This design comes from an exercise in tuning for small area on the open sky130 flow, not from production work. At most, simulation tests tie the RTL to the original design; equivalence was not proved. No functional check of the RTL was part of runs 1 to 3. No activity file was given, so power comes from the tool's default toggle rates.

==> design.v <==
`timescale 1ns / 1ps
module top(
    input clock_12MHz,
    input RESET,
    input [8:0] KEY,
    input Mode_Switch,
    output [7:0] LED,
    output [3:0] MOTOR_OUT,
    output [3:0] FND_COM,
    output [7:0] FND_DATA,
    output BUZZER,
    output LCD_RS,
    output LCD_RW,
    output LCD_EN,
    output [7:0] LCD_DATA
);
    wire clk = clock_12MHz;
    reg [7:0] deb;
    reg [8:0] kf;
    reg       p1, p2;
    wire tick = (deb == 8'h9b);
    wire deb_fb = ~(deb[7] ^ deb[5] ^ deb[4] ^ deb[3]) ^ tick;
    always @(posedge clk or posedge RESET) begin
        if (RESET) begin
            deb <= 8'h37; kf <= 9'd0; p1 <= 1'b0; p2 <= 1'b0;
        end else begin
            deb <= {deb[6:0], deb_fb};
            p1  <= tick & |(KEY & ~kf);
            p2  <= p1;
            if (tick) kf <= KEY;
        end
    end
    reg [3:0] kv;
    always @(*) begin
        kv = 4'd0;
        if      (kf[0]) kv = 4'd1;
        else if (kf[1]) kv = 4'd2;
        else if (kf[2]) kv = 4'd3;
        else if (kf[3]) kv = 4'd4;
        else if (kf[4]) kv = 4'd5;
        else if (kf[5]) kv = 4'd6;
        else if (kf[6]) kv = 4'd7;
        else if (kf[7]) kv = 4'd8;
        else if (kf[8]) kv = 4'd9;
    end
    reg [3:0] keyv;
    always @(posedge clk or posedge RESET) begin
        if (RESET) keyv <= 4'd0;
        else if (p2) keyv <= kv;
    end
    reg [15:0] sc;
    reg [1:0]  c4;
    wire sc_ones = &sc[14:0];
    wire sc_wrap = sc_ones & ~sc[15];
    wire sc_fb   = ~(sc[15] ^ sc[14] ^ sc[12] ^ sc[3]) ^ sc_ones;
    wire sc_safe = ((sc & 16'h147f) == 16'h0479);
    always @(posedge clk or posedge RESET) begin
        if (RESET) begin
            sc <= 16'hffff; c4 <= 2'd0;
        end else begin
            sc <= {sc[14:0], sc_fb};
            if (sc_wrap) c4 <= c4 + 2'd1;
        end
    end
    reg [1:0] pc;        
    reg       full;      
    reg [1:0] fail;      
    reg       okc;       
    reg       opn;       
    reg       frz;       
    reg       frzd;      
    reg       om;        
    reg [18:0] q;        
    reg [2:0] lvl;       
    localparam LEFT = 2'd0, WAIT = 2'd1, RIGHT = 2'd2, STOP = 2'd3;
    wire [1:0] mseg = q[18:17];
    wire [6:0] clk7 = q[6:0];
    wire [9:0] step = q[16:7];
    wire [13:0] ta  = q[13:0];
    wire [4:0]  tb  = q[18:14];
    wire keyact = p1 & (fail != 2'd3) & ~frz & ~opn;
    wire kv1 = kf[0];
    wire kv2 = ~kf[0] & kf[1];
    wire kv3 = ~kf[0] & ~kf[1] & kf[2];
    wire kv4 = ~kf[0] & ~kf[1] & ~kf[2] & kf[3];
    reg lvl_hit_f;
    always @(*) begin
        case (lvl)
            3'd0: lvl_hit_f = q[2] & q[3] & q[4] & q[5] & q[7] & q[9] & q[12] & q[15];
            3'd1: lvl_hit_f = q[1] & q[3] & q[4] & q[5] & q[6] & q[8] & q[10] & q[13] & ~q[15];
            3'd2: lvl_hit_f = q[0] & q[1] & q[2] & q[4] & q[5] & q[7] & q[9] & q[12] & q[14] & q[15];
            3'd3: lvl_hit_f = q[0] & q[2] & q[4] & q[5] & q[6] & q[8] & q[10] & q[13] & q[14] & ~q[15];
            3'd4: lvl_hit_f = q[1] & q[4] & q[5] & q[7] & q[9] & q[12] & ~q[15];
            3'd5: lvl_hit_f = q[4] & q[5] & q[6] & q[8] & q[10] & q[13] & q[15];
            3'd6: lvl_hit_f = q[0] & q[2] & q[3] & q[5] & q[7] & q[9] & q[12] & q[14] & ~q[15];
            default: lvl_hit_f = 1'b0;
        endcase
    end
    wire frz_end = q[0] & q[1] & ~q[2] & q[3] & q[5] & q[6] & q[8] & q[10] & q[13] & q[14] & q[15] & q[18];
    reg lvl_hit_o;
    always @(*) begin
        case (lvl)
            3'd0: lvl_hit_o = 1'b1;
            3'd1: lvl_hit_o = q[1] & q[2] & q[3] & q[6] & q[7] & q[8] & q[9] & q[11];
            3'd2: lvl_hit_o = q[0] & q[1] & q[2] & q[4] & q[5] & q[7] & q[8] & q[9] & q[10] & ~q[11];
            3'd3: lvl_hit_o = q[5] & q[7] & q[8] & q[9] & q[13];
            3'd4: lvl_hit_o = q[0] & q[3] & q[7] & q[8] & q[9] & q[10] & q[11];
            default: lvl_hit_o = 1'b0;
        endcase
    end
    wire clkwrap  = clk7[6] & clk7[5] & clk7[2];      
    wire mtick    = clkwrap;
    wire left_end = om && (mseg == LEFT)  && mtick && step[9];
    wire wait_end = om && (mseg == WAIT)  && q[0] & q[1] & q[2] & q[3] & q[4] & q[5] & q[7] & q[9] & q[10] & q[12] & q[13] & q[14];
    wire right_end= om && (mseg == RIGHT) && mtick && step[9];
    wire awrap = ~om & ta[13] & ta[10] & ta[8] & ta[7];    
    wire c7    = om ? clkwrap : (&q[6:0]);
    wire c14   = om ? (c7 & (&q[13:7])) : awrap;
    wire [6:0] lo_n  = (om ? clkwrap : awrap) ? 7'd0 : q[6:0] + 7'd1;
    wire [6:0] mid_n = awrap ? 7'd0 : q[13:7] + {6'd0, c7};
    wire [4:0] hi_n  = q[18:14] + {4'd0, c14};
    always @(posedge clk) begin
        q <= {hi_n, mid_n, lo_n};
        if (keyact && pc == 2'd3 && !(okc && kv4) && fail == 2'd2) begin
            q   <= {5'd31, 14'd9599};
            lvl <= 3'd0;
        end else if (frz) begin
            if (lvl_hit_f) lvl <= lvl + 3'd1;
        end else if (opn && !om) begin
            q   <= 19'd0;
            lvl <= 3'd0;
        end else if (om) begin
            if (mseg == LEFT && lvl_hit_o) lvl <= lvl + 3'd1;
            if (left_end) q[18:7] <= {WAIT, 10'd0};
            if (wait_end) q <= {RIGHT, 17'd0};
            if (right_end) q[18:17] <= STOP;
        end
    end
    always @(posedge clk) begin
        if (keyact) begin
            if (pc == 2'd0) okc <= kv1;
            else if (pc == 2'd1) okc <= okc & kv2;
            else if (pc == 2'd2) okc <= okc & kv3;
        end
    end
    always @(posedge clk or posedge RESET) begin
        if (RESET) begin
            pc <= 2'd0; full <= 1'b0; fail <= 2'd3; opn <= 1'b0; frz <= 1'b0;
            frzd <= 1'b0; om <= 1'b0;
        end else begin
            frzd <= frz;
            if (fail == 2'd3) begin
                if (sc_safe) fail <= 2'd0;
            end
            if (frz) begin
                if (frz_end) begin
                    frz <= 1'b0; fail <= 2'd0; pc <= 2'd0;
                end
            end else if (opn) begin
                if (om && mseg == STOP && clk7[0]) begin
                    opn <= 1'b0; full <= 1'b0; pc <= 2'd0; fail <= 2'd0;
                end
            end else if (keyact) begin
                pc <= pc + 2'd1;
                full <= (pc == 2'd3);
                if (pc == 2'd3) begin
                    if (okc && kv4) begin
                        opn <= 1'b1; fail <= 2'd0;
                    end else if (fail == 2'd2) begin
                        frz <= 1'b1; full <= 1'b0;
                    end else begin
                        fail <= fail + 2'd1;
                    end
                end
            end
            if (!om) begin
                if (opn) om <= 1'b1;
            end else if (mseg == STOP && !opn) om <= 1'b0;
        end
    end
    assign LED[0] = ~frz;
    assign LED[7] = ~frz | (lvl >= 3'd1);
    assign LED[6] = ~frz | (lvl >= 3'd2);
    assign LED[5] = ~frz | (lvl >= 3'd3);
    assign LED[4] = ~frz | (lvl >= 3'd4);
    assign LED[3] = ~frz | (lvl >= 3'd5);
    assign LED[2] = ~frz | (lvl >= 3'd6);
    assign LED[1] = ~frz | (lvl >= 3'd7);
    reg [1:0] ph;
    always @(*) begin
        if (!om) ph = 2'd0;
        else case (mseg)
            LEFT:  ph = step[1:0];
            WAIT:  ph = 2'd1;
            RIGHT: ph = {step[1], ~step[0]};
            default: ph = 2'd0;
        endcase
    end
    assign MOTOR_OUT = {~ph[1], ph[1], ph[1] ^ ph[0], ~(ph[1] ^ ph[0])};
    wire zsel = full | (pc > c4);
    assign FND_COM  = {c4 == 2'd0, c4 == 2'd1, c4 == 2'd2, c4 == 2'd3};
    assign FND_DATA = {{6{~zsel}}, 2'b11};
    reg [6:0] tc;
    reg       bz;
    wire ton_o = om & (lvl >= 3'd1) & (lvl <= 3'd4);
    wire ton_f = frz & (ta < 14'd4800);
    reg  hit;
    always @(*) begin
        if (ton_f) hit = tc[2] & tc[4] & tc[5];                                   
        else case (lvl)
            3'd1: hit = tc[0] & tc[2] & tc[4] & tc[5] & tc[6];                    
            3'd2: hit = tc[0] & tc[2] & tc[3] & tc[4] & tc[6];                    
            3'd3: hit = tc[6] & ((tc[3] & tc[2] & tc[1]) | tc[4]);                
            default: hit = tc[1] & tc[3] & tc[4] & tc[5];                         
        endcase
    end
    always @(posedge clk) begin
        if (!(ton_o | ton_f) || hit) tc <= 7'd0;
        else tc <= tc + 7'd1;
    end
    always @(posedge clk or posedge RESET) begin
        if (RESET) bz <= 1'b1;
        else if (!(ton_o | ton_f)) bz <= 1'b1;
        else if (hit) bz <= ~bz;
    end
    assign BUZZER = bz;
    reg [10:0] dl;
    reg [5:0]  cl;       
    reg        en;
    wire dl_last = dl[0] & dl[1] & ~dl[2] & ~dl[3] & dl[4] & dl[5] & ~dl[6] & ~dl[7] & dl[8] & dl[9];
    wire dl_1    = ~dl[0] & dl[2] & dl[3] & ~dl[4] & ~dl[5] & dl[6] & dl[7] & ~dl[8] & ~dl[9] & dl[10];
    wire dl_200  = ~dl[0] & ~dl[2] & ~dl[3] & ~dl[5] & dl[6] & dl[9] & dl[10];
    wire dl_1800 = dl[0] & ~dl[1] & dl[2] & dl[3] & dl[5] & dl[6] & dl[7] & ~dl[8] & ~dl[9] & dl[10];
    wire dl_fb   = ~(dl[10] ^ dl[8]) ^ dl_last;
    always @(posedge clk or posedge RESET) begin
        if (RESET) begin
            dl <= 11'h667; cl <= 6'd0; en <= 1'b0;
        end else begin
            dl <= {dl[9:0], dl_fb};
            if (dl_1) cl <= (cl == 6'd40) ? 6'd7 : cl + 6'd1;
            en <= dl_200 | (en & ~dl_1800);
        end
    end
    assign LCD_EN = en;
    wire [7:0] kasc = {4'h3, keyv};
    reg [127:0] l1, l2;
    always @(*) begin
        if (frzd) begin
            l1 = "   !! FREEZE !! ";
            l2 = "   TRY LATER    ";
        end else if (om) begin
            l1 = "      OPEN      ";
            l2 = "                ";
        end else begin
            l1 = "ENTER PASSWORD  ";
            l2 = {"KEY VALUE : ", kasc, "   "};
        end
    end
    reg [8:0] sd;
    always @(*) begin
        case (cl)
            6'd0, 6'd1: sd = {1'b0, 8'h38};
            6'd2 : sd = {1'b0, 8'h0e};
            6'd3 : sd = {1'b0, 8'h06};
            6'd4 : sd = {1'b0, 8'h02};
            6'd5 : sd = {1'b0, 8'h01};
            6'd6 : sd = {1'b0, 8'h80};
            6'd23: sd = {1'b0, 8'hc0};
            default: begin
                if (cl >= 6'd7 && cl <= 6'd22)
                    sd = {1'b1, l1[8*(22-cl) +: 8]};
                else if (cl >= 6'd24 && cl <= 6'd39)
                    sd = {1'b1, l2[8*(39-cl) +: 8]};
                else
                    sd = {1'b0, 8'h02};
            end
        endcase
    end
    wire first = dl[0] & (cl == 6'd0);    
    assign LCD_RS   = sd[8] & ~first;
    assign LCD_DATA = sd[7:0] & {8{~first}};
    assign LCD_RW   = 1'b0;
endmodule
==> flow/run.sh <==
#!/bin/bash
# Standard ORFS flow, with an area-oriented ABC script for the logic mapping step
# and minimum-size port buffers.
set -euo pipefail
HERE=$(pwd)
rm -rf scripts_mod
cp -r "$FLOW_HOME/scripts" scripts_mod
cp flow/abc.script scripts_mod/abc_speed.script
bash standard.sh SCRIPTS_DIR="$HERE/scripts_mod" \
  BUFFER_PORTS_ARGS="-inputs -outputs -buffer_cell sky130_fd_sc_hd__buf_1" \
  finish > flow_make.log 2>&1
==> flow/abc.script <==
&get -n
&st
&deepsyn -T 60
&dch
&nf -a
&put
topo
==> standard.sh <==
#!/bin/bash
# synth_recipe.tcl (not shown) runs the flow's synth.tcl, then flattens the netlist and writes it again
# the make line also repeats each setting of config.mk as NAME=value (left out here)
make -C /OpenROAD-flow-scripts/flow DESIGN_CONFIG=/design/flow/config.mk WORK_HOME=/design/flow/orfs CLKGATE_MAP_FILE= SYNTH_SCRIPT=/design/flow/synth_recipe.tcl "${@:-finish}"
==> config.mk <==
export PLATFORM = sky130hd
export DESIGN_NAME = top
export DESIGN_NICKNAME = top
export VERILOG_FILES = /design/flow/design.v
export SDC_FILE = /design/flow/constraint.sdc
export NUM_CORES = 4
export LEC_CHECK = 0
export CAP_MARGIN = 20
export CORE_MARGIN = 2
export CORE_UTILIZATION = 40
export CTS_BUF_LIST = sky130_fd_sc_hd__clkbuf_8
export CTS_CLUSTER_DIAMETER = 100
export CTS_CLUSTER_SIZE = 30
export SLEW_MARGIN = 20
==> constraint.sdc <==
create_clock -name core_clock -period 10.0 [get_ports {clock_12MHz}]
set_input_delay 2.0000 -clock core_clock [delete_from_list [all_inputs] [get_ports {clock_12MHz}]]
set_output_delay 2.0000 -clock core_clock [all_outputs]
set_load 0.01 [all_outputs]
==> results of run 1 <==
path summary, 6_finish.rpt:
path	start	end	depth (start not counted)
worst max register to register	lvl[2]	lvl[1]	9
worst max-delay path	cl[0]	LCD_DATA[3]	10
max in group asynchronous	RESET	kf[7]	3
worst min register to register	sc[11]	sc[12]	0
min in group asynchronous	RESET	dl[8]	3
worst min-delay path	sc[11]	sc[12]	0
registers in the layout, indices dropped and copies added, names as in the netlist, 2 cells and up:
register  flops
pc            2
kf            9
fail          2
tc            7
dl           11
c4            2
lvl           3
q            19
sc           16
cl            6
deb           8
keyv          4
per-layer routing:
metal,vias to the layer above,track usage
met2,86,0.305
li1,2250,-
met5,-,0
met3,17,0.0368
met1,2173,0.226
met4,0,0.0618
logic make-up (layout without fill, tap and decap cells):
family	count (synthesis)	after routing	synth area share
buffers and inverters	51	104	0.0409
AND/OR/NAND/NOR	239	239	0.221
XOR/XNOR	26	26	0.0420
flip-flops	99	99	0.439
multiplexers	1	1	0.00185
other	2	3	0.00139
adder cells (fa/ha/maj)	35	35	0.0809
AO/OA/AOI/OAI	143	143	0.173
layout by cell type, fill, tap and decap left out, types with 5 or more instances in the layout:
| cell | synthesis | final |
|---|---|---|
| clkbuf_8 | 0 | 11 |
| nand2_1 | 66 | 66 |
| dfxtp_1 | 29 | 29 |
| dfrtp_1 | 38 | 38 |
| nand4_1 | 13 | 13 |
| clkinv_1 | 43 | 42 |
| nor2_1 | 46 | 46 |
| o31ai_1 | 5 | 5 |
| nand4b_1 | 5 | 5 |
| and3_1 | 9 | 9 |
| a31oi_1 | 7 | 7 |
| ha_1 | 35 | 35 |
| nor4_1 | 6 | 5 |
| nand2b_1 | 9 | 9 |
| o21ai_0 | 45 | 45 |
| nor2b_1 | 9 | 9 |
| a211oi_1 | 5 | 5 |
| dfstp_2 | 31 | 31 |
| xnor2_1 | 16 | 16 |
| xor2_1 | 10 | 10 |
| a21oi_1 | 25 | 25 |
| a22oi_1 | 5 | 5 |
| nor3_1 | 22 | 22 |
| o22ai_1 | 7 | 7 |
| nand3_1 | 30 | 30 |
| buf_1 | 0 | 43 |
per-stage QoR:
step	power, uW	cells	util
2_1_floorplan	413	597	-
3_3_place_gp	415	810	0.435
3_5_place_dp	416	810	0.435
4_1_cts	702	826	0.452
5_1_grt	718	826	0.452
6_report	692	826	0.452
worst max-delay path, delay by kind of cell (launching register included):
| family | cells | cell delay (ns) |
|---|---|---|
| AOI/OAI and AO/OA | 4 | 1.25 |
| DFF | 1 | 0.82 |
| buffers and inverters | 2 | 0.44 |
| adders and majority gates | 1 | 0.56 |
| and+or+nand+nor | 3 | 0.47 |
power breakdown:
part	leakage, uW	switching, uW	internal, uW
clock	0.000123	132	152
combinational	0.00121	6.85	1.20
sequential	0.00104	0	399
total	0.00238	139	553
cell type report:
type	count	area (sq um)	area share
Inverter	43	161	0.0270
Clock inverter	5	71.3	0.0119
Tap cell	176	220	0.0368
Timing Repair Buffer	45	176	0.0295
Sequential cell	99	2380	0.397
Multi-Input combinational cell	447	2830	0.473
Clock buffer	11	151	0.0253
==> results.tsv, run 1 <==
metric	value	unit
post-synthesis sequential area ratio	0.439	
ant diodes	0	
First DRT Iteration DRCs	231	
Post-DP Area	5760	sq um
largest net degree at the start of global routing	70	
pwr/cell area	116	nW/um^2
die width	120	um
vias per inst	5.48	
Mapped Avg Cell Area	9.09	sq um
Warnings, synthesis	1	
Overflow after GRT	0	
number of synthesized flops with an enable pin	1	
clock transition at the registers of the reported paths	0.09	ns
CTS tree	done	
GRT Total Usage	0.179	
cts hold-fix bufs	0	
core area	13200	sq um
initial antenna violation count	0	
worst hold path type	reg2reg	
FFs w/ async S/R, synth	0.697	
Crit Path Category	reg2out	
Worst R2R Setup Slack	7.19	ns
post-route ant nets	0	
clock buffer depth	2	
crit-path cells	clkinv_1 > ha_1 > nand2b_1 > a21oi_1 > o311ai_0 > nand2_1 > a311o_1 > a211oi_1 > or2_0 > buf_1	
Detailed Route WL	12.3	mm
die height	120	um
Worst VDD drop	58.0	uV
run status	finished clean	
CTS resizes	0	
Setup Viol. Count Final	0	
Wirelength per Cell	14.9	um
vias in the first global route	4434	
HPWL Detailed	8.81	mm
slew margin rel.	0.414	
Worst path max stage delay	0.82	ns
Root Buffer	clkbuf_8	
Yosys top cell by area	dfrtp_1	
Worst setup SP type	flop	
Clock Latency Late Sink	0.37	ns
CTS H-tree depth	3	
Max FO, Critical Path	23	
Pleak	0.00238	uW
Layout Nets	692	
Syn Inst Count	596	
WP data required	8.00	ns
row cnt	42	
Synth area leaders	dfrtp_1, dfstp_2, dfxtp_1, ha_1, nand2_1	
Die ar.	14500	sq um
pre-CTS WS	4.53	ns
RSZ-0062 raised after global routing	no	
router iterations before antenna repair	5	
Mapped Area	5420	sq um
Layout Skew	0.00498	ns
critical path's slowest cell	dfrtp_1	
Fin. Hold Viols	0	
Boundary Pins	48	
CTS Sinks	99	
Final Slew Violations	0	
max layer used	met4	
metal2 WL	6.00	mm
DRC	0	
share of post-route cells with drive strength above 1	0.0738	
most common cell in the netlist	nand2_1	
post-route setup slack	4.09	ns
Setup Buffers After CTS	0	
Fillers	1318	
effective utilization at floorplan	0.409	
FMAX	0.169	GHz
Via Count	4526	
IO buf count	43	
post-synth cell types	60	
minimum clock period	5.91	ns
Area growth, synth to finish	10.5	%
max-cap viol count	0	
CTS buffer count	9	
Main synth FF type	dfrtp_1	
#FFs+latches synth	99	
Post-Route M1 WL	5.62	mm
Tcrit/Tclk final	0.591	
CP arrival	3.91	ns
first-pass GRT wire length	21.0	mm
Critical Path Sink Type	output port	
actual slew at the worst max-slew pin	0.872	ns
final hold slack	0.366	ns
met3 routed WL	444	um
Final GP Congestion	0.921	
final instance area	5990	sq um
Synth top area share	0.176	
most frequent cells after synthesis	nand2_1, nor2_1, o21ai_0, clkinv_1, dfrtp_1	
Total Negative Setup Slacks	0	ns
==> run 2, diff against run 1 <==
==> flow/run.sh (replaced) <==
#!/bin/bash
# Standard ORFS flow, with an area-oriented ABC script for the logic mapping
# step, minimum-size port buffers and a clock tree without dummy loads.
set -euo pipefail
HERE=$(pwd)
rm -rf scripts_mod
cp -r "$FLOW_HOME/scripts" scripts_mod
cp flow/abc.script scripts_mod/abc_speed.script
bash standard.sh SCRIPTS_DIR="$HERE/scripts_mod" \
  BUFFER_PORTS_ARGS="-inputs -outputs -buffer_cell sky130_fd_sc_hd__buf_1" \
  CTS_ARGS="-sink_clustering_enable -repair_clock_nets -dont_use_dummy_load -buf_list {sky130_fd_sc_hd__clkbuf_4 sky130_fd_sc_hd__clkbuf_8} -sink_clustering_size 12" \
  finish > flow_make.log 2>&1
--- a/config.mk
+++ b/config.mk
@@ -8,7 +8,4 @@
 export CAP_MARGIN = 20
 export CORE_MARGIN = 2
 export CORE_UTILIZATION = 40
-export CTS_BUF_LIST = sky130_fd_sc_hd__clkbuf_8
-export CTS_CLUSTER_DIAMETER = 100
-export CTS_CLUSTER_SIZE = 30
 export SLEW_MARGIN = 20
==> results.tsv, run 2 <==
metric	value	unit
run status	finished clean	
critical path's slowest cell	dfrtp_1	
WP data required	8.00	ns
first-pass GRT wire length	20.7	mm
P_int	482	uW
number of synthesized flops with an enable pin	1	
largest net degree at the start of global routing	70	
combinational share of power	0.014	
worst hold path type	reg2reg	
clock buffer depth	2	
Worst setup SP type	flop	
Via Count	4527	
Clock Latency Late Sink	0.37	ns
Layout Skew	0.0278	ns
die height	120	um
Detailed Route WL	12.2	mm
Final GP Congestion	0.886	
CTS H-tree depth	3	
RR Endpoint	lvl[1]	
IO buf count	43	
First DRT Iteration DRCs	353	
CTS tree	done	
Wirelength per Cell	15.1	um
main combinational cell family by area after synthesis	simple AND/OR/NAND/NOR gates	
Final Slew Violations	0	
RSZ-0062 raised after global routing	no	
slew margin rel.	0.377	
post-synthesis compound-gate area fraction	0.184	
row cnt	42	
Fin. Hold Viols	0	
Reg with most FFs	q	
final std cells w/o fill	807	
Worst path max stage delay	0.79	ns
router iterations before antenna repair	5	
mux cell area share after synthesis	0.00208	
Pleak	0.00225	uW
CTS resizes	0	
initial antenna violation count	0	
reg2reg path depth	9	
post-synthesis xor/xnor area fraction	0.0453	
post-synth cell types	62	
FMAX	0.175	GHz
Yosys top cell by area	dfrtp_1	
CTS buffer count	9	
Sw Ratio	0.208	
Area growth, synth to finish	8.69	%
Warnings, synthesis	1	
area share of fa/ha/maj cells after synthesis	0.0809	
clock transition at the registers of the reported paths	0.09	ns
Critical Path Sink Type	output port	
Die ar.	14500	sq um
power share of the clock group	0.329	
Tcrit/Tclk final	0.571	
FFs w/ async S/R, synth	0.697	
minimum clock period	5.71	ns
Hold Crit Start	sc[13]	
#FFs+latches synth	99	
Total Negative Setup Slacks	0	ns
Syn Inst Count	584	
crit-path cells	clkinv_1 > ha_1 > a2111oi_0 > o21ai_0 > a2111o_1 > a211oi_1 > o31a_1 > o221ai_1 > buf_1	
HPWL Detailed	8.86	mm
Mapped Avg Cell Area	9.27	sq um
Boundary Pins	48	
Main synth FF type	dfrtp_1	
die width	120	um
Worst VDD drop	66.5	uV
final hold slack	0.364	ns
Root Buffer	clkbuf_8	
Synth top area share	0.176	
simple-gate share of the synthesized area	0.206	
pwr/cell area	103	nW/um^2
max-cap viol count	0	
GRT Total Usage	0.176	
Top Registers	q x19, sc x16, dl x11	
r2r startpoint	lvl[2]	
Layout Nets	680	
share of post-route cells with drive strength above 1	0.0697	
actual slew at the worst max-slew pin	0.927	ns
most common cell in the netlist	nand2_1	
Worst R2R Setup Slack	7.36	ns
Overflow after GRT	0	
post-route ant nets	0	
Hold Crit Depth	0	
most frequent cells after synthesis	nand2_1, o21ai_0, clkinv_1, nor2_1, dfrtp_1	
Top Family by Delay on Critical Path	compound AO/OA/AOI/OAI gates	
cts hold-fix bufs	0	
Net Sw Power	126	uW
Min-Delay Endpoint	sc[14]	
Reg power frac	0.657	
Max FO, Critical Path	23	
core area	13200	sq um
post-synthesis sequential area ratio	0.439	
most frequent cells in the layout	nand2_1, o21ai_0, clkinv_1, buf_1, nor2_1	
effective utilization at floorplan	0.409	
Setup Buffers After CTS	0	
Setup Viol. Count Final	0	
DRC	0	
Mapped Area	5420	sq um
Fillers	1326	
vias in the first global route	4301	
placed cell count	798	
number of flip-flops in the largest register	19	
CTS Sinks	99	
ant diodes	0	
CP arrival	3.71	ns
Crit Path Category	reg2out	
worst path bufs/invs	2	
Synth area leaders	dfrtp_1, dfstp_2, dfxtp_1, ha_1, o21ai_0	
vias per inst	5.61	
commonest non-fill, non-tap cell in the layout	nand2_1	
## run 2: worst max path at each step
stage / end / slack, ns / cells after the start / startpoint
3_5_place_dp: LCD_DATA[3] / 4.70 / 9 / cl[0]
2_1_floorplan: LCD_DATA[3] / 5.31 / 8 / cl[0]
5_1_grt: LCD_DATA[6] / 4.02 / 9 / cl[0]
3_3_place_gp: LCD_DATA[3] / 4.71 / 9 / cl[0]
4_1_cts: LCD_DATA[3] / 4.29 / 9 / cl[0]
6_report: LCD_DATA[3] / 4.29 / 9 / cl[0]
## run 2: power by group through the flow
stage	Sequential, uW	Clock [uW]	Combinational, uW
floorplan	407	0	5.44
CTS	399	210	8.67
detailed placement	407	0	8.64
finish	399	200	8.22
global route	399	226	9.64
global placement	407	0	8.46
## run 2: layout make-up
cell class / instances / area (sq um) / share of cell area
clock buffers: 9 / 124 / 0.0210
well taps: 176 / 220 / 0.0374
flip-flops and latches: 99 / 2380 / 0.404
repair buffers: 45 / 176 / 0.0300
multi-input cells: 434 / 2830 / 0.480
inverters: 44 / 165 / 0.0281
## run 2: routing by layer
| metal | vias up | track usage | part of all wire |
|---|---|---|---|
| li1 | 2228 | - | - |
| met1 | 2178 | 0.242 | 0.48 |
| met2 | 114 | 0.282 | 0.46 |
| met3 | 7 | 0.0373 | 0.046 |
| met4 | 0 | 0.0501 | 0.0099 |
| met5 | - | 0 | 0 |
## run 2: logic make-up after synthesis
family	Yosys count
AO/OA/AOI/OAI	149
XOR/XNOR	28
adder cells (fa/ha/maj)	35
buffers and inverters	52
flip-flops	99
multiplexers	1
other	2
AND/OR/NAND/NOR	218
## run 2: metrics by stage
stage               instance area [sq um]   util  power, uW  worst slack (ns)
floorplan                            5420      -        413              5.31
global placement                     5760  0.435        416              4.71
detailed placement                   5760  0.435        416              4.70
CTS                                  5890  0.445        619              4.29
finish                               5890  0.445        608              4.29
global route                         5890  0.445        635              4.02
==> run 3, diff against run 2 <==
--- a/flow/run.sh
+++ b/flow/run.sh
@@ -8,5 +8,5 @@
 cp flow/abc.script scripts_mod/abc_speed.script
 bash standard.sh SCRIPTS_DIR="$HERE/scripts_mod" \
   BUFFER_PORTS_ARGS="-inputs -outputs -buffer_cell sky130_fd_sc_hd__buf_1" \
-  CTS_ARGS="-sink_clustering_enable -repair_clock_nets -dont_use_dummy_load -buf_list {sky130_fd_sc_hd__clkbuf_4 sky130_fd_sc_hd__clkbuf_8} -sink_clustering_size 12" \
+  CTS_ARGS="-sink_clustering_enable -repair_clock_nets -dont_use_dummy_load -buf_list sky130_fd_sc_hd__clkbuf_8" \
   finish > flow_make.log 2>&1
==> results.tsv, run 3 <==
metric	value	unit
First DRT Iteration DRCs	236	
CTS resizes	0	
Sw Ratio	0.207	
mux cell area share after synthesis	0.00185	
vias per inst	5.53	
post-synthesis sequential area ratio	0.439	
Crit Path Category	reg2out	
crit-path cells	clkinv_1 > ha_1 > nand2b_1 > a21oi_1 > o311ai_0 > nand2_1 > a311o_1 > a211oi_1 > or2_0 > buf_1	
Tcrit/Tclk final	0.590	
Tot Pwr	607	uW
Yosys top cell by area	dfrtp_1	
Area growth, synth to finish	8.69	%
Layout Nets	692	
Top Registers	q x19, sc x16, dl x11	
RR Endpoint	lvl[1]	
FFs w/ async S/R, synth	0.697	
Pleak	0.00232	uW
CTS H-tree depth	3	
Post-DP Area	5760	sq um
simple-gate share of the synthesized area	0.221	
WP data required	8.00	ns
area of the multi-input gates	2830	sq um
FMAX	0.169	GHz
CTS Sinks	99	
Fin. Hold Viols	0	
Total Negative Setup Slacks	0	ns
post-synth cell types	60	
cts hold-fix bufs	0	
Worst path max stage delay	0.81	ns
clock buffer depth	2	
Detailed Route WL	12.1	mm
Critical Path Sink Type	output port	
clock transition at the registers of the reported paths	0.08	ns
Reg area	2380	sq um
Warnings, synthesis	1	
CTS tree	done	
Reg with most FFs	q	
area share of fa/ha/maj cells after synthesis	0.0809	
effective utilization at floorplan	0.409	
Synth top area share	0.176	
Main synth FF type	dfrtp_1	
reg2reg path depth	9	
worst setup path end	LCD_DATA[3]	
Final Slew Violations	0	
Wirelength per Cell	14.8	um
met3 usage	0.0415	
most common cell in the netlist	nand2_1	
placed cell count	810	
Synth area leaders	dfrtp_1, dfstp_2, dfxtp_1, ha_1, nand2_1	
r2r startpoint	lvl[2]	
most frequent cells in the layout	nand2_1, nor2_1, o21ai_0, buf_1, clkinv_1	
Max FO, Critical Path	23	
Layout Skew	0.0109	ns
Overflow after GRT	0	
Setup crit start	cl[0]	
pwr/cell area	103	nW/um^2
share of post-route cells with drive strength above 1	0.0684	
router iterations before antenna repair	5	
Clock Latency Late Sink	0.36	ns
Setup Viol. Count Final	0	
CP arrival	3.90	ns
first-pass GRT wire length	20.9	mm
Mapped Avg Cell Area	9.09	sq um
Mapped Area	5420	sq um
Fillers	1325	
die height	120	um
worst hold path type	reg2reg	
initial antenna violation count	0	
max-cap viol count	0	
Setup Buffers After CTS	0	
combinational share of power	0.013	
Reg power frac	0.658	
Syn Inst Count	596	
die width	120	um
largest net degree at the start of global routing	70	
run status	finished clean	
final instance area	5890	sq um
Boundary Pins	48	
post-synthesis xor/xnor area fraction	0.0420	
slew margin rel.	0.408	
M1 GR Usage	0.227	
#FFs+latches synth	99	
post-route ant nets	0	
Via Count	4530	
power share of the clock group	0.329	
P_int	481	uW
Worst R2R Setup Slack	7.21	ns
minimum clock period	5.90	ns
IO buf count	43	
ant diodes	0	
number of flip-flops in the largest register	19	
HPWL Detailed	8.81	mm
DRC	0	
M2 GR Usage	0.303	
Net Sw Power	126	uW
Final GP Congestion	0.921	
actual slew at the worst max-slew pin	0.882	ns
most frequent cells after synthesis	nand2_1, nor2_1, o21ai_0, clkinv_1, dfrtp_1	
Die ar.	14500	sq um
Worst VDD drop	58.0	uV
RSZ-0062 raised after global routing	no	
post-synthesis compound-gate area fraction	0.173	
grt peak-use layer	met2	
number of synthesized flops with an enable pin	1	
main combinational cell family by area after synthesis	simple AND/OR/NAND/NOR gates	
critical path's slowest cell	dfrtp_1	
commonest non-fill, non-tap cell in the layout	nand2_1	
core area	13200	sq um
vias in the first global route	4371	
GRT Total Usage	0.178	
final std cells w/o fill	819	
CTS buffer count	9	
Root Buffer	clkbuf_8	
Worst setup SP type	flop	
row cnt	42	
## run 3: worst min-delay path by stage
stage               startpoint  endpoint  cells past startpoint
floorplan               sc[10]    sc[11]                      0
global placement        deb[1]    deb[2]                      0
detailed placement       sc[9]    sc[10]                      0
CTS                      sc[9]    sc[10]                      0
global route             sc[9]    sc[10]                      0
finish                  sc[13]    sc[14]                      0
## run 3: final cells by class
cell class | count | share of cell area
flip-flops and latches | 99 | 0.404
multi-input cells | 447 | 0.481
well taps | 176 | 0.0374
repair buffers | 45 | 0.0300
inverters | 43 | 0.0274
clock buffers | 9 | 0.0210
## run 3: per-stage QoR
| step | hold WS (ns) | utilization | setup slack (ns) |
|---|---|---|---|
| final | 0.369 | 0.445 | 4.10 |
| after global routing | 0.372 | 0.445 | 3.79 |
| after CTS | 0.369 | 0.445 | 4.11 |
| after detailed placement | 0.356 | 0.435 | 4.53 |
| after global placement | 0.356 | 0.435 | 4.59 |
| after floorplan | 0.354 | - | 5.04 |
## run 3: kinds of logic after synthesis
| group | after synthesis |
|---|---|
| other | 2 |
| flip-flops | 99 |
| multiplexers | 1 |
| XOR/XNOR | 26 |
| buffers and inverters | 51 |
| adder cells (fa/ha/maj) | 35 |
| AO/OA/AOI/OAI | 143 |
| AND/OR/NAND/NOR | 239 |
## run 3: power by group through the flow
stage	logic (uW)	registers [uW]	clock network, uW
6_report	8.00	399	200
5_1_grt	9.66	399	226
4_1_cts	8.51	399	212
3_5_place_dp	8.48	407	0
3_3_place_gp	8.22	407	0
2_1_floorplan	5.38	407	0
## run 3: metal layers
metal / vias up / wire, um
li1: 2250 / -
met1: 2172 / 5540
met2: 98 / 5940
met3: 10 / 482
met4: 0 / 155
met5: - / 0
## run 3: critical path: cells and delay by family, from the launching register on
| family | cells | cell delay, ns |
|---|---|---|
| adder cells (fa/ha/maj) | 1 | 0.56 |
| AO/OA/AOI/OAI | 4 | 1.25 |
| AND/OR/NAND/NOR | 3 | 0.48 |
| buffers and inverters | 2 | 0.44 |
| flip-flops | 1 | 0.81 |
==> run 4, diff against run 3 <==
--- a/design.v
+++ b/design.v
@@ -22,11 +22,10 @@
     wire deb_fb = ~(deb[7] ^ deb[5] ^ deb[4] ^ deb[3]) ^ tick;
     always @(posedge clk or posedge RESET) begin
         if (RESET) begin
-            deb <= 8'h37; kf <= 9'd0; p1 <= 1'b0; p2 <= 1'b0;
+            deb <= 8'h37; kf <= 9'd0; p1 <= 1'b0;
         end else begin
             deb <= {deb[6:0], deb_fb};
             p1  <= tick & |(KEY & ~kf);
-            p2  <= p1;
             if (tick) kf <= KEY;
         end
     end
@@ -43,6 +42,7 @@
         else if (kf[7]) kv = 4'd8;
         else if (kf[8]) kv = 4'd9;
     end
+    always @(posedge clk) p2 <= p1;
     reg [3:0] keyv;
     always @(posedge clk or posedge RESET) begin
         if (RESET) keyv <= 4'd0;
@@ -111,7 +111,7 @@
     wire clkwrap  = clk7[6] & clk7[5] & clk7[2];      
     wire mtick    = clkwrap;
     wire left_end = om && (mseg == LEFT)  && mtick && step[9];
-    wire wait_end = om && (mseg == WAIT)  && q[0] & q[1] & q[2] & q[3] & q[4] & q[5] & q[7] & q[9] & q[10] & q[12] & q[13] & q[14];
+    wire wait_end = om && (mseg == WAIT)  && q[0] & q[1] & q[2] & q[3] & q[4] & q[5] & q[8] & q[9] & q[10] & q[12] & q[13] & q[14];   
     wire right_end= om && (mseg == RIGHT) && mtick && step[9];
     wire awrap = ~om & ta[13] & ta[10] & ta[8] & ta[7];    
     wire c7    = om ? clkwrap : (&q[6:0]);
@@ -131,7 +131,7 @@
             lvl <= 3'd0;
         end else if (om) begin
             if (mseg == LEFT && lvl_hit_o) lvl <= lvl + 3'd1;
-            if (left_end) q[18:7] <= {WAIT, 10'd0};
+            if (left_end) q[17] <= 1'b1;      
             if (wait_end) q <= {RIGHT, 17'd0};
             if (right_end) q[18:17] <= STOP;
         end
@@ -146,9 +146,8 @@
     always @(posedge clk or posedge RESET) begin
         if (RESET) begin
             pc <= 2'd0; full <= 1'b0; fail <= 2'd3; opn <= 1'b0; frz <= 1'b0;
-            frzd <= 1'b0; om <= 1'b0;
-        end else begin
-            frzd <= frz;
+            om <= 1'b0;
+        end else begin
             if (fail == 2'd3) begin
                 if (sc_safe) fail <= 2'd0;
             end
@@ -178,6 +177,7 @@
             end else if (mseg == STOP && !opn) om <= 1'b0;
         end
     end
+    always @(posedge clk) frzd <= frz;
     assign LED[0] = ~frz;
     assign LED[7] = ~frz | (lvl >= 3'd1);
     assign LED[6] = ~frz | (lvl >= 3'd2);
==> results.tsv, run 4 <==
metric	value	unit
Worst R2R Setup Slack	7.40	ns
core area	13200	sq um
Synth top area share	0.166	
crit-path cells	clkinv_1 > ha_1 > clkinv_1 > xnor3_1 > o211ai_1 > a21oi_1 > nor3_1 > o311a_1 > o41a_1 > buf_1	
initial antenna violation count	0	
Yosys top cell by area	dfrtp_1	
WP data required	8.00	ns
commonest non-fill, non-tap cell in the layout	nand2_1	
Detailed Route WL	12.0	mm
Tcrit/Tclk final	0.591	
ant diodes	0	
Overflow after GRT	0	
Setup Buffers After CTS	0	
CTS H-tree depth	3	
DRC	0	
Worst setup SP type	flop	
GRT Total Usage	0.179	
Mapped Avg Cell Area	9.05	sq um
vias in the first global route	4375	
row cnt	42	
number of flip-flops in the largest register	19	
Synth area leaders	dfrtp_1, dfstp_2, dfxtp_1, ha_1, nand2_1	
Top Registers	q x19, sc x16, dl x11	
Wirelength per Cell	14.6	um
number of synthesized flops with an enable pin	1	
post-synthesis xor/xnor area fraction	0.0396	
Final GP Congestion	0.882	
die height	121	um
Min-Delay Endpoint	sc[2]	
Clock Latency Late Sink	0.38	ns
post-route setup slack	4.09	ns
first-pass GRT wire length	21.1	mm
Critical Path Sink Type	output port	
CTS buffer count	9	
Setup Viol. Count Final	0	
mux cell area share after synthesis	0.00991	
effective utilization at floorplan	0.410	
cts hold-fix bufs	0	
Worst path max stage delay	0.73	ns
Mapped Area	5430	sq um
Worst VDD drop	51.8	uV
RR Endpoint	lvl[0]	
Via Count	4541	
Final Slew Violations	0	
IO buf count	43	
simple-gate share of the synthesized area	0.220	
RSZ-0062 raised after global routing	no	
#FFs+latches synth	99	
Fin. Hold Viols	0	
largest net degree at the start of global routing	68	
HPWL Detailed	8.90	mm
pre-CTS WS	4.60	ns
pwr/cell area	104	nW/um^2
Main synth FF type	dfrtp_1	
actual slew at the worst max-slew pin	0.804	ns
CP arrival	3.91	ns
Area growth, synth to finish	8.66	%
Hold Crit Start	sc[1]	
Layout Nets	696	
clock buffer depth	2	
First DRT Iteration DRCs	358	
CTS Sinks	99	
most frequent cells in the layout	nand2_1, nor2_1, o21ai_0, clkinv_1, buf_1	
Crit Path Category	reg2out	
post-route ant nets	0	
main combinational cell family by area after synthesis	simple AND/OR/NAND/NOR gates	
Warnings, synthesis	1	
Layout Skew	0.0184	ns
most common cell in the netlist	nand2_1	
area share of fa/ha/maj cells after synthesis	0.0806	
most frequent cells after synthesis	nand2_1, nor2_1, o21ai_0, clkinv_1, dfrtp_1	
die width	121	um
max-cap viol count	0	
Total Negative Setup Slacks	0	ns
critical path's slowest cell	dfrtp_1	
CTS resizes	0	
post-synthesis compound-gate area fraction	0.170	
share of post-route cells with drive strength above 1	0.0680	
Boundary Pins	48	
slew margin rel.	0.459	
reg2reg path depth	8	
Hold Crit Depth	0	
router iterations before antenna repair	5	
CTS tree	done	
clock transition at the registers of the reported paths	0.09	ns
r2r startpoint	lvl[2]	
worst hold path type	reg2reg	
most frequent cell on the critical path	clkinv_1	
vias per inst	5.52	
FFs w/ async S/R, synth	0.677	
Die ar.	14500	sq um
run status	finished clean	
Reg with most FFs	q	
Max FO, Critical Path	19	
post-synthesis sequential area ratio	0.436	
post-synth cell types	62	
Root Buffer	clkbuf_8	
Pleak	0.00227	uW
Syn Inst Count	600	
FMAX	0.169	GHz
minimum clock period	5.91	ns
## run 4: worst max-delay path: cells and delay by family (launching register included)
family / cells / cell delay, ns
XOR/XNOR: 1 / 0.35
AND/OR/NAND/NOR: 1 / 0.07
flip-flops: 1 / 0.73
adder cells (fa/ha/maj): 1 / 0.55
buffers and inverters: 3 / 0.65
AO/OA/AOI/OAI: 4 / 1.18
## run 4: logic make-up after synthesis
logic type | count (synthesis)
flip-flops | 99
buffers and inverters | 54
other | 2
XOR/XNOR | 23
multiplexers | 5
adder cells (fa/ha/maj) | 35
AND/OR/NAND/NOR | 238
AO/OA/AOI/OAI | 144
## run 4: power breakdown
part | total (uW) | switching, uW | internal [uW] | leakage, uW
clock network | 203 | 123 | 80.9 | 0.0000647
logic | 8.24 | 6.80 | 1.44 | 0.00116
registers | 399 | 0 | 399 | 0.00105
total | 611 | 129 | 482 | 0.00227
## run 4: area by class of cell
type | count | area (sq um)
fillers | 1350 | 7340
multi-input cells | 448 | 2840
flip-flops and latches | 99 | 2370
well taps | 176 | 220
repair buffers | 45 | 176
inverters | 46 | 173
clock buffers | 9 | 124
## run 4: stage by stage
step           instance area [sq um]  total power, uW  hold slack [ns]  instances  utilization
2_1_floorplan                   5430              413            0.354        601            -
3_3_place_gp                    5780              416            0.356        814        0.436
3_5_place_dp                    5780              416            0.356        814        0.436
4_1_cts                         5900              622            0.360        823        0.446
5_1_grt                         5900              638            0.364        823        0.446
6_report                        5900              611            0.355        823        0.446
## run 4: worst max path at each step
| stage | startpoint | endpoint | slack, ns | cells after the start |
|---|---|---|---|---|
| 2_1_floorplan | cl[0] | LCD_DATA[1] | 5.18 | 9 |
| 3_3_place_gp | cl[0] | LCD_DATA[1] | 4.65 | 10 |
| 3_5_place_dp | cl[1] | LCD_DATA[1] | 4.60 | 10 |
| 4_1_cts | cl[1] | LCD_DATA[1] | 4.13 | 10 |
| 5_1_grt | cl[1] | LCD_DATA[1] | 3.81 | 10 |
| 6_report | cl[1] | LCD_DATA[1] | 4.09 | 10 |
## run 4: routing by layer
| metal | global-route usage | part of all wire | vias up |
|---|---|---|---|
| met5 | 0 | 0 | - |
| li1 | - | - | 2244 |
| met3 | 0.0481 | 0.054 | 10 |
| met1 | 0.252 | 0.49 | 2184 |
| met4 | 0.0560 | 0.014 | 0 |
| met2 | 0.267 | 0.44 | 103 |
==> run 5, diff against run 4 <==
--- a/flow/run.sh
+++ b/flow/run.sh
@@ -8,5 +8,5 @@
 cp flow/abc.script scripts_mod/abc_speed.script
 bash standard.sh SCRIPTS_DIR="$HERE/scripts_mod" \
   BUFFER_PORTS_ARGS="-inputs -outputs -buffer_cell sky130_fd_sc_hd__buf_1" \
-  CTS_ARGS="-sink_clustering_enable -repair_clock_nets -dont_use_dummy_load -buf_list sky130_fd_sc_hd__clkbuf_8" \
+  CTS_ARGS="-sink_clustering_enable -repair_clock_nets -dont_use_dummy_load -root_buf sky130_fd_sc_hd__clkbuf_8 -buf_list sky130_fd_sc_hd__clkbuf_4 -sink_clustering_size 10 -sink_clustering_max_diameter 50" \
   finish > flow_make.log 2>&1
==> results.tsv, run 5 <==
metric	value	unit
run status	finished clean	
CTS buffer count	9	
Total Negative Setup Slacks	0	ns
WP data required	8.00	ns
Mapped Area	5430	sq um
core area	13200	sq um
M1 GR Usage	0.252	
Yosys top cell by area	dfrtp_1	
Tcrit/Tclk final	0.591	
CTS tree	done	
DRC	0	
most frequent cells after synthesis	nand2_1, nor2_1, o21ai_0, clkinv_1, dfrtp_1	
die width	121	um
clock transition at the registers of the reported paths	0.09	ns
#FFs+latches synth	99	
Critical Path Sink Type	output port	
Die ar.	14500	sq um
Layout Nets	696	
Mapped Avg Cell Area	9.05	sq um
router iterations before antenna repair	5	
RSZ-0062 raised after global routing	no	
worst hold path type	reg2reg	
Wirelength per Cell	14.6	um
Area growth, synth to finish	8.66	%
Clock Latency Late Sink	0.38	ns
CTS Sinks	99	
Max FO, Critical Path	19	
Fin. Hold Viols	0	
Worst VDD drop	51.8	uV
effective utilization at floorplan	0.410	
grt peak-use layer	met2	
post-route setup slack	4.09	ns
actual slew at the worst max-slew pin	0.804	ns
Root Buffer	clkbuf_8	
post-synth cell types	62	
max-cap viol count	0	
Overflow after GRT	0	
Worst R2R Setup Slack	7.40	ns
Layout Skew	0.0184	ns
Main synth FF type	dfrtp_1	
FFs w/ async S/R, synth	0.677	
most common cell in the netlist	nand2_1	
cts hold-fix bufs	0	
Final Slew Violations	0	
Worst setup SP type	flop	
Pleak	0.00227	uW
M2 GR Usage	0.267	
initial antenna violation count	0	
pwr/cell area	104	nW/um^2
placed cell count	814	
first-pass GRT wire length	21.1	mm
post-route ant nets	0	
Detailed Route WL	12.0	mm
commonest non-fill, non-tap cell in the layout	nand2_1	
Top Registers	q x19, sc x16, dl x11	
Via Count	4541	
post-synthesis sequential area ratio	0.436	
share of post-route cells with drive strength above 1	0.0680	
final hold slack	0.355	ns
vias in the first global route	4375	
Synth top area share	0.166	
Warnings, synthesis	1	
Final GP Congestion	0.882	
slew margin rel.	0.459	
most frequent cells in the layout	nand2_1, nor2_1, o21ai_0, clkinv_1, buf_1	
Boundary Pins	48	
die height	121	um
Setup Viol. Count Final	0	
Syn Inst Count	600	
minimum clock period	5.91	ns
final std cells w/o fill	823	
number of synthesized flops with an enable pin	1	
number of flip-flops in the largest register	19	
FMAX	0.169	GHz
row cnt	42	
vias per inst	5.52	
Setup Buffers After CTS	0	
Reg with most FFs	q	
CTS H-tree depth	3	
clock buffer depth	2	
GRT Total Usage	0.179	
First DRT Iteration DRCs	358	
pre-CTS WS	4.60	ns
HPWL Detailed	8.90	mm
ant diodes	0	
CTS resizes	0	
Fillers	1350	
largest net degree at the start of global routing	68	
Crit Path Category	reg2out	
IO buf count	43	
CP arrival	3.91	ns
met3 usage	0.0481	
Synth area leaders	dfrtp_1, dfstp_2, dfxtp_1, ha_1, nand2_1	
run 5: cell counts after synthesis:
Identical to the previous run, type by type.
run 5: final timing paths:
| path | depth (start not counted) | to | startpoint |
|---|---|---|---|
| setup / recovery | 10 | LCD_DATA[1] | cl[1] |
| max in group asynchronous | 3 | dl[3] | RESET |
| hold / removal | 0 | sc[2] | sc[1] |
| hold reg to reg | 0 | sc[2] | sc[1] |
| min in group asynchronous | 3 | c4[1] | RESET |
| setup reg to reg | 8 | lvl[0] | lvl[2] |
run 5: where the power goes:
group / switching, uW / internal [uW]
combinational: 6.80 / 1.44
clock: 123 / 80.9
sequential: 0 / 399
total: 129 / 482
run 5: routing by layer:
layer	vias to the layer above	part of all wire
met2	103	0.44
met3	10	0.054
met4	0	0.014
met1	2184	0.49
li1	2244	-
met5	-	0
run 5: kinds of logic (layout without fill, tap and decap cells):
group,Yosys count,count (layout),share of synthesized area
buffers and inverters,54,100,0.0429
AND/OR/NAND/NOR,238,238,0.220
flip-flops,99,99,0.436
XOR/XNOR,23,23,0.0396
other,2,3,0.00138
adder cells (fa/ha/maj),35,35,0.0806
AO/OA/AOI/OAI,144,144,0.170
multiplexers,5,5,0.00991
run 5: cell type report:
type                            instances  area, sq um  share of cell area
Clock buffer                            9          124              0.0210
Sequential cell                        99         2370               0.401
Multi-Input combinational cell        448         2840               0.482
Tap cell                              176          220              0.0373
Inverter                               46          173              0.0293
Timing Repair Buffer                   45          176              0.0299
run 5: critical path, cell delays in order, from the launching register on:
cell and delay, ns:
dfrtp_1 0.73, clkinv_1 0.32, ha_1 0.55, clkinv_1 0.20, xnor3_1 0.35, o211ai_1 0.13
a21oi_1 0.23, nor3_1 0.07, o311a_1 0.41, o41a_1 0.41, buf_1 0.13
run 5: per-stage QoR:
stage	instance area, sq um	power [uW]	util
3_5_place_dp	5780	416	0.436
6_report	5900	611	0.446
2_1_floorplan	5430	413	-
3_3_place_gp	5780	416	0.436
5_1_grt	5900	638	0.446
4_1_cts	5900	622	0.446
==> run 6, diff against run 5 <==
--- a/design.v
+++ b/design.v
@@ -234,10 +234,10 @@
     wire dl_fb   = ~(dl[10] ^ dl[8]) ^ dl_last;
     always @(posedge clk or posedge RESET) begin
         if (RESET) begin
-            dl <= 11'h667; cl <= 6'd0; en <= 1'b0;
+            dl <= 11'h667; cl <= 6'd63; en <= 1'b0;
         end else begin
             dl <= {dl[9:0], dl_fb};
-            if (dl_1) cl <= (cl == 6'd40) ? 6'd7 : cl + 6'd1;
+            if (dl_1 | (&cl)) cl <= (cl == 6'd40) ? 6'd7 : cl + 6'd1;
             en <= dl_200 | (en & ~dl_1800);
         end
     end
@@ -259,6 +259,7 @@
     reg [8:0] sd;
     always @(*) begin
         case (cl)
+            6'd63: sd = 9'd0;
             6'd0, 6'd1: sd = {1'b0, 8'h38};
             6'd2 : sd = {1'b0, 8'h0e};
             6'd3 : sd = {1'b0, 8'h06};
@@ -276,8 +277,7 @@
             end
         endcase
     end
-    wire first = dl[0] & (cl == 6'd0);    
-    assign LCD_RS   = sd[8] & ~first;
-    assign LCD_DATA = sd[7:0] & {8{~first}};
+    assign LCD_RS   = sd[8];
+    assign LCD_DATA = sd[7:0];
     assign LCD_RW   = 1'b0;
 endmodule
==> flow/run.sh (replaced) <==
#!/bin/bash
# Standard ORFS flow, with an area-oriented ABC script for the logic mapping
# step, minimum-size port buffers and a clock tree without dummy loads.
set -euo pipefail
HERE=$(pwd)
rm -rf scripts_mod
cp -r "$FLOW_HOME/scripts" scripts_mod
cp flow/abc.script scripts_mod/abc_speed.script
bash standard.sh SCRIPTS_DIR="$HERE/scripts_mod" \
  BUFFER_PORTS_ARGS="-inputs -outputs -buffer_cell sky130_fd_sc_hd__buf_1" \
  CTS_ARGS="-sink_clustering_enable -repair_clock_nets -dont_use_dummy_load -buf_list sky130_fd_sc_hd__clkbuf_8" \
  finish > flow_make.log 2>&1
==> flow/abc.script (replaced) <==
&get -n
&st
&deepsyn -T 240
&dch
&nf -a
&put
topo
==> results.tsv, run 6 <==
metric	value	unit
router iterations before antenna repair	5	
Setup crit start	cl[0]	
ant diodes	0	
clock transition at the registers of the reported paths	0.10	ns
P_int	482	uW
Fin. Hold Viols	0	
actual slew at the worst max-slew pin	0.816	ns
CTS buffer count	9	
Area growth, synth to finish	8.76	%
Warnings, synthesis	1	
CTS tree	done	
Net Sw Power	124	uW
Mapped Area	5370	sq um
IO buf count	43	
Crit Path Category	reg2out	
fin util	0.443	
Stages on worst setup path	10	
slew margin rel.	0.456	
r2r startpoint	om	
worst path bufs/invs	2	
Worst path max stage delay	0.74	ns
DRC	0	
die height	120	um
Layout Skew	0.0289	ns
post-route setup slack	4.04	ns
Total Negative Setup Slacks	0	ns
Final GP Congestion	0.848	
run status	finished clean	
final std cells w/o fill	812	
Mapped Avg Cell Area	9.12	sq um
row cnt	42	
vias per inst	5.52	
minimum clock period	5.96	ns
Root Buffer	clkbuf_8	
die width	120	um
Tcrit/Tclk final	0.596	
HPWL Detailed	8.77	mm
first-pass GRT wire length	20.5	mm
Synth area leaders	dfstp_2, dfrtp_1, dfxtp_1, ha_1, nand2_1	
Reg power frac	0.660	
Top Family by Delay on Critical Path	simple AND/OR/NAND/NOR gates	
post-route ant nets	0	
Die ar.	14400	sq um
post-synth cell types	58	
vias in the first global route	4335	
Setup Buffers After CTS	0	
worst setup path end	LCD_DATA[6]	
CTS H-tree depth	3	
FFs w/ async S/R, synth	0.677	
Layout Nets	685	
effective utilization at floorplan	0.407	
number of flip-flops in the largest register	19	
initial antenna violation count	0	
Boundary Pins	48	
Pleak	0.00218	uW
share of post-route cells with drive strength above 1	0.0786	
Worst setup SP type	flop	
Worst VDD drop	115	uV
most frequent cells after synthesis	nand2_1, clkinv_1, o21ai_0, nor2_1, dfstp_2	
Final Slew Violations	0	
Sw Ratio	0.205	
Reg with most FFs	q	
largest net degree at the start of global routing	68	
Synth top area share	0.181	
CTS resizes	0	
#FFs+latches synth	99	
placed cell count	803	
pre-CTS WS	4.54	ns
cts hold-fix bufs	0	
GRT Total Usage	0.175	
FMAX	0.168	GHz
Top Registers	q x19, sc x16, dl x11	
combinational share of power	0.013	
critical path's slowest cell	dfstp_2	
First DRT Iteration DRCs	337	
Main synth FF type	dfstp_2	
Tot Pwr	605	uW
RSZ-0062 raised after global routing	no	
commonest non-fill, non-tap cell in the layout	nand2_1	
post-synthesis sequential area ratio	0.442	
power share of the clock group	0.327	
Yosys top cell by area	dfstp_2	
pwr/cell area	104	nW/um^2
RR Endpoint	q[5]	
Worst R2R Setup Slack	7.49	ns
Fillers	1307	
Via Count	4485	
number of synthesized flops with an enable pin	1	
reg2reg path depth	7	
core area	13200	sq um
clock buffer depth	2	
Wirelength per Cell	14.7	um
Setup Viol. Count Final	0	
Syn Inst Count	589	
Max FO, Critical Path	18	
CTS Sinks	99	
Clock Latency Late Sink	0.37	ns
CP arrival	3.96	ns
max-cap viol count	0	
most common cell in the netlist	nand2_1	
crit-path cells	clkinv_1 > ha_1 > o21ai_0 > nand4_1 > nor4_1 > nor4b_1 > o31ai_1 > a31oi_1 > a211o_1 > buf_1	
Overflow after GRT	0	
Critical Path Sink Type	output port	
Detailed Route WL	11.9	mm
WP data required	8.00	ns
worst hold path type	reg2reg	
most frequent cells in the layout	nand2_1, clkinv_1, o21ai_0, buf_1, nor2_1	
==> run 6: cell count changes in the layout (fill, tap and decap cells not counted), moves of 5 or more <==
cell	change
nor2_1	-10
nor3_1	-9
nand2_1	+8
dfrtp_1	-6
dfstp_2	+6
nand3_1	-6
a41oi_1	+5
nand2b_1	-5
==> run 6: worst reg2reg max path: stages (launching register included) <==
cell and delay (ns):
dfrtp_1 0.68, nor2b_1 0.38, nand3_1 0.11, or3_1 0.37, and2_0 0.20, o21ai_0 0.25, a21o_1 0.25, o21ai_0 0.11
==> run 6: final cells by class <==
cell class | instances | area [sq um] | area share
Multi-Input combinational cell | 433 | 2760 | 0.472
Timing Repair Buffer | 45 | 176 | 0.0302
Inverter | 50 | 188 | 0.0321
Tap cell | 176 | 220 | 0.0377
Sequential cell | 99 | 2370 | 0.406
Clock buffer | 9 | 124 | 0.0212
==> run 6: worst min-delay path by stage <==
stage,depth (start not counted),endpoint,start
after floorplan,0,sc[11],sc[10]
after global placement,0,deb[2],deb[1]
after detailed placement,0,sc[14],sc[13]
after CTS,0,sc[1],sc[0]
after global routing,0,sc[1],sc[0]
final,0,sc[1],sc[0]
==> run 6: metal layers <==
metal	global-route usage	wire length, um
met3	0.0328	579
met5	0	0
met2	0.269	5250
met1	0.247	5930
met4	0.0603	165
==> run 6: cells by family (layout without fill, tap and decap cells) <==
| logic type | count (synthesis) | count (layout) | synth area share |
|---|---|---|---|
| AND/OR/NAND/NOR | 217 | 217 | 0.201 |
| buffers and inverters | 58 | 104 | 0.0461 |
| XOR/XNOR | 23 | 23 | 0.0375 |
| adder cells (fa/ha/maj) | 35 | 35 | 0.0815 |
| multiplexers | 1 | 1 | 0.00186 |
| flip-flops | 99 | 99 | 0.442 |
| AO/OA/AOI/OAI | 154 | 154 | 0.188 |
| other | 2 | 3 | 0.00140 |
==> run 6: power by group through the flow <==
stage | Sequential [uW] | Combinational (uW) | Clock (uW)
2_1_floorplan | 407 | 5.25 | 0
3_3_place_gp | 407 | 7.95 | 0
3_5_place_dp | 407 | 8.10 | 0
4_1_cts | 399 | 8.11 | 211
5_1_grt | 399 | 9.26 | 225
6_report | 399 | 7.76 | 198
==> run 6: stage by stage <==
stage / area (sq um) / hold WS (ns)
after CTS: 5840 / 0.359
after detailed placement: 5720 / 0.357
final: 5840 / 0.357
after global routing: 5840 / 0.354
after floorplan: 5370 / 0.354
after global placement: 5720 / 0.356

-- static timing again, ports no longer ideal --
No port has a modelled driver above. Below, the same layouts with a new extraction and two added sets of constraints.
Step 1 sets driving cells, clkbuf_16 on the clock port and buf_2 on the other inputs (assumed; they add their load-dependent delay and slew).
Step 2 times the ports against the registers' clock, not the clock port: input delays grow and output delays shrink by t, the midpoint of the rising clock arrivals with the driver on.
Slacks: ideal / step 1 / step 2; pairs: ideal / step 1.
run | t, ns | setup WS [ns] | worst setup path after step 2 | latest minus earliest clock arrival (ns) | worst data-port slew with drivers (ns)
run 1 | 0.403 | 4.086 / 4.050 / 4.453 | register to output | 0.006 / 0.007 | 0.03
run 2 | 0.393 | 4.287 / 4.251 / 4.644 | register to output | 0.028 / 0.028 | 0.03
run 3 | 0.398 | 4.099 / 4.061 / 4.458 | register to output | 0.011 / 0.011 | 0.03
run 4 | 0.400 | 4.090 / 4.056 / 4.456 | register to output | 0.024 / 0.024 | 0.05
run 5 | 0.400 | 4.090 / 4.056 / 4.456 | register to output | 0.024 / 0.024 | 0.05
run 6 | 0.392 | 4.045 / 4.010 / 4.403 | register to output | 0.031 / 0.031 | 0.03
After both steps every run listed still meets setup and hold.
